Source: an optimization exercise on an open RTL-to-GDS flow (aim: small area and a short achievable clock period). Production flows keep margins and buffers that such runs may drop. The RTL was checked by simulation tests, not by an equivalence proof against the original design. Power and IR drop assume default switching activity.

Setup of v37:
## top
module top (
    clk_in,
    rst_in,
    data_in,
    load_weight_in,
    in_valid_in,
    pop_in,
    sum_out
);
Settings: LEC_CHECK=0, CAP_MARGIN=20, CORE_MARGIN=2, CORE_UTILIZATION=40, SLEW_MARGIN=20, SYNTH_HIERARCHICAL=1, TNS_END_PERCENT=10; clock period 13.0 ns.
standard.sh (not shown) runs the stock make flow with config.mk's settings and CLKGATE_MAP_FILE= SYNTH_SCRIPT=/design/flow/synth_recipe.tcl, a recipe that flattens the netlist after the stock synthesis.
==> flow/flow/run.sh <==
#!/bin/bash
# Layout: the standard ORFS flow (standard.sh) with these changes to how
# the layout is made; the SDC (clock period, I/O delays, loads) is the standard flow's.
#  - repair_timing aims for extra setup slack, so the achieved period shrinks,
#    and may swap cells across footprints;
#  - the clock tree uses larger sink clusters and no dummy loads;
#  - the port buffers are buf_4 cells.
# ORFS's own logs are in orfs/logs; make's output is in orfs_make.log.
set -euo pipefail
bash standard.sh \
    SETUP_SLACK_MARGIN=9.0 \
    MATCH_CELL_FOOTPRINT=0 \
    BUFFER_PORTS_ARGS="-buffer_cell sky130_fd_sc_hd__buf_4" \
    CTS_ARGS="-sink_clustering_enable -repair_clock_nets -dont_use_dummy_load -sink_clustering_size 22 -sink_clustering_max_diameter 105" \
    finish > orfs_make.log 2>&1
Relative to v37, the following input files were edited for v9:
-- flow/design.v --
<<< v37, line 233
module PE_column (
    clk_in,
    cleared_in,
    active_in,
>>> v9, line 233
module PE_column (
    clk_in,
    rst_in,
    cleared_in,
    active_in,
<<< v37, line 246
parameter FIRST = 0;
input                    clk_in;
input                    cleared_in;      
input                    active_in;       
>>> v9, line 247
parameter FIRST = 0;
input                    clk_in;
input                    rst_in;
input                    cleared_in;      
input                    active_in;       
<<< v37, line 259
reg        [3-1:0]       count_r;
wire       [3-1:0]       count = {3{~cleared_in}} & count_r;
reg        [WIDTH-1:0]   psum_r [0:3];
wire       [WIDTH-1:0]   oldest = {WIDTH{count[2]}} & psum_r[3];
wire       [WIDTH-1:0]   sum;
always @(posedge clk_in) begin
>>> v9, line 261
reg        [3-1:0]       count_r;
wire       [3-1:0]       count = {3{~cleared_in}} & count_r;
wire       [3-1:0]       count_next = (active_in && !count[2]) ? count + 3'd1 : count;
reg                      full_r;          
reg        [WIDTH-1:0]   psum_r [0:3];
wire       [WIDTH-1:0]   oldest = {WIDTH{full_r}} & psum_r[3];
wire       [WIDTH-1:0]   sum;
always @(posedge clk_in) begin
<<< v37, line 295
endgenerate
always @(posedge clk_in) begin
    count_r <= (active_in && !count[2]) ? count + 3'd1 : count;
end
always @(posedge clk_in) begin
>>> v9, line 299
endgenerate
always @(posedge clk_in) begin
    count_r <= count_next;
    full_r  <= rst_in & count_next[2];
end
always @(posedge clk_in) begin
<<< v37, line 328
reg        [O_CH-1:0]            weight_row_r;     
reg        [O_CH-1:0]            next_row_r;       
reg        [O_CH-1:0]            next2_row_r;      
reg        [3-1:0]               ctl_count_r;      
reg                              ctl_active_r;     
>>> v9, line 333
reg        [O_CH-1:0]            weight_row_r;     
reg        [O_CH-1:0]            next_row_r;       
wire       [O_CH-1:0]            next2_row;        
reg        [3-1:0]               ctl_count_r;      
reg                              ctl_active_r;     
<<< v37, line 363
        PE_column #(.WIDTH(WIDTH), .FIRST(k == 0)) PE_column (
            .clk_in(clk_in),
            .cleared_in(cleared_r),
            .active_in(row_active[k]),
>>> v9, line 368
        PE_column #(.WIDTH(WIDTH), .FIRST(k == 0)) PE_column (
            .clk_in(clk_in),
            .rst_in(rst_in),
            .cleared_in(cleared_r),
            .active_in(row_active[k]),
<<< v37, line 378
    next_row_r  <= !pop_in ? {{O_CH-1{1'b0}}, 1'b1} :
                   pixel_r[2] ? {next_row_r[O_CH-2:0], next_row_r[O_CH-1]} : next_row_r;
    next2_row_r <= !pop_in ? {{O_CH-1{1'b0}}, 1'b1} :
                   pixel_r[1] ? {next2_row_r[O_CH-2:0], next2_row_r[O_CH-1]} : next2_row_r;
    pixel_r     <= pop_in ? {pixel_r[2:0], pixel_r[3]} : 4'b0001;
end
wire       [3-1:0]               pre_count;
wire                             pre_active, pre_active_above;
>>> v9, line 384
    next_row_r  <= !pop_in ? {{O_CH-1{1'b0}}, 1'b1} :
                   pixel_r[2] ? {next_row_r[O_CH-2:0], next_row_r[O_CH-1]} : next_row_r;
    pixel_r     <= pop_in ? {pixel_r[2:0], pixel_r[3]} : 4'b0001;
end
assign next2_row = pixel_r[2] ? {next_row_r[O_CH-2:0], next_row_r[O_CH-1]} : next_row_r;
wire       [3-1:0]               pre_count;
wire                             pre_active, pre_active_above;
<<< v37, line 394
endgenerate
read_ctl #(.ROWS(O_CH-1)) read_ctl (
    .select(next2_row_r[O_CH-1:1]),
    .count_in(all_count), .active_in(all_active), .above_in(all_active_above),
    .count_out(pre_count), .active_out(pre_active), .above_out(pre_active_above)
);
always @(posedge clk_in) begin
    ctl_active_r <= rst_in & (next2_row_r[1] ? in_valid_in : pre_active_above);
    if (!rst_in) ctl_count_r <= 3'd0;
    else if (pre_active && !pre_count[2]) ctl_count_r <= pre_count + 3'd1;
>>> v9, line 399
endgenerate
read_ctl #(.ROWS(O_CH-1)) read_ctl (
    .select(next2_row[O_CH-1:1]),
    .count_in(all_count), .active_in(all_active), .above_in(all_active_above),
    .count_out(pre_count), .active_out(pre_active), .above_out(pre_active_above)
);
always @(posedge clk_in) begin
    ctl_active_r <= rst_in & (next2_row[1] ? in_valid_in : pre_active_above);
    if (!rst_in) ctl_count_r <= 3'd0;
    else if (pre_active && !pre_count[2]) ctl_count_r <= pre_count + 3'd1;
==> comparison <==
v9 went all the way through synthesis, placement and routing and the layout is clean on timing, DRC and antenna.
Summary of v9 over v37: post-cts repair resize count fell 610; CTS buffer count rose 2; initial core utilization about even.
Changes observed in v9 relative to v37: final hold slack has increased, post-route total power has remained practically unchanged, leakage power has increased.
Relative to v37, the number of buffers inserted to repair setup after CTS measured on v9 has decreased by more than half.
v9 improves on v37 in wire length of the first global-routing pass.
Summary of v9 over v37: met2 layer wire length in the routed design shrank by 2.0%; final weighted congestion in routability-driven placement grew by 0.038; aggregate routed wire length shrank by about 2.1%; mean routed wirelength per cell shrank by about 1.3%.
Capturing element of the worst setup path = out_r[2]$_DFF_P_: v9; capturing element of the worst setup path = out_r[9]$_DFF_P_: v37

==> afterwards: timing with drivers on the ports <==
The results above use ideal ports. As a check the final layouts listed here were re-extracted and re-timed, cells and wires unchanged.
Step 1, drivers: a clkbuf_16 drives clk_in and a buf_2 each remaining input, both assumed.
Step 2, shift: input delay + t, output delay - t, t = (earliest + latest rising clock arrival at the registers) / 2. This alone moves slack from input paths to output paths.
a / b / c = ideal / step 1 / step 2; a / b = the first two.
run | t, ns | setup WS [ns] | worst slew at a driven data input, ns
v37 | 1.095 | 8.568 / 8.328 / 7.232 | 0.73
v9 | 1.142 | 8.629 / 8.529 / 7.387 | 0.49
After both steps every run listed still meets setup and hold. The setup slack of v37, which loses most, moves by -0.240 ns with the drivers and by -1.336 ns with both steps.
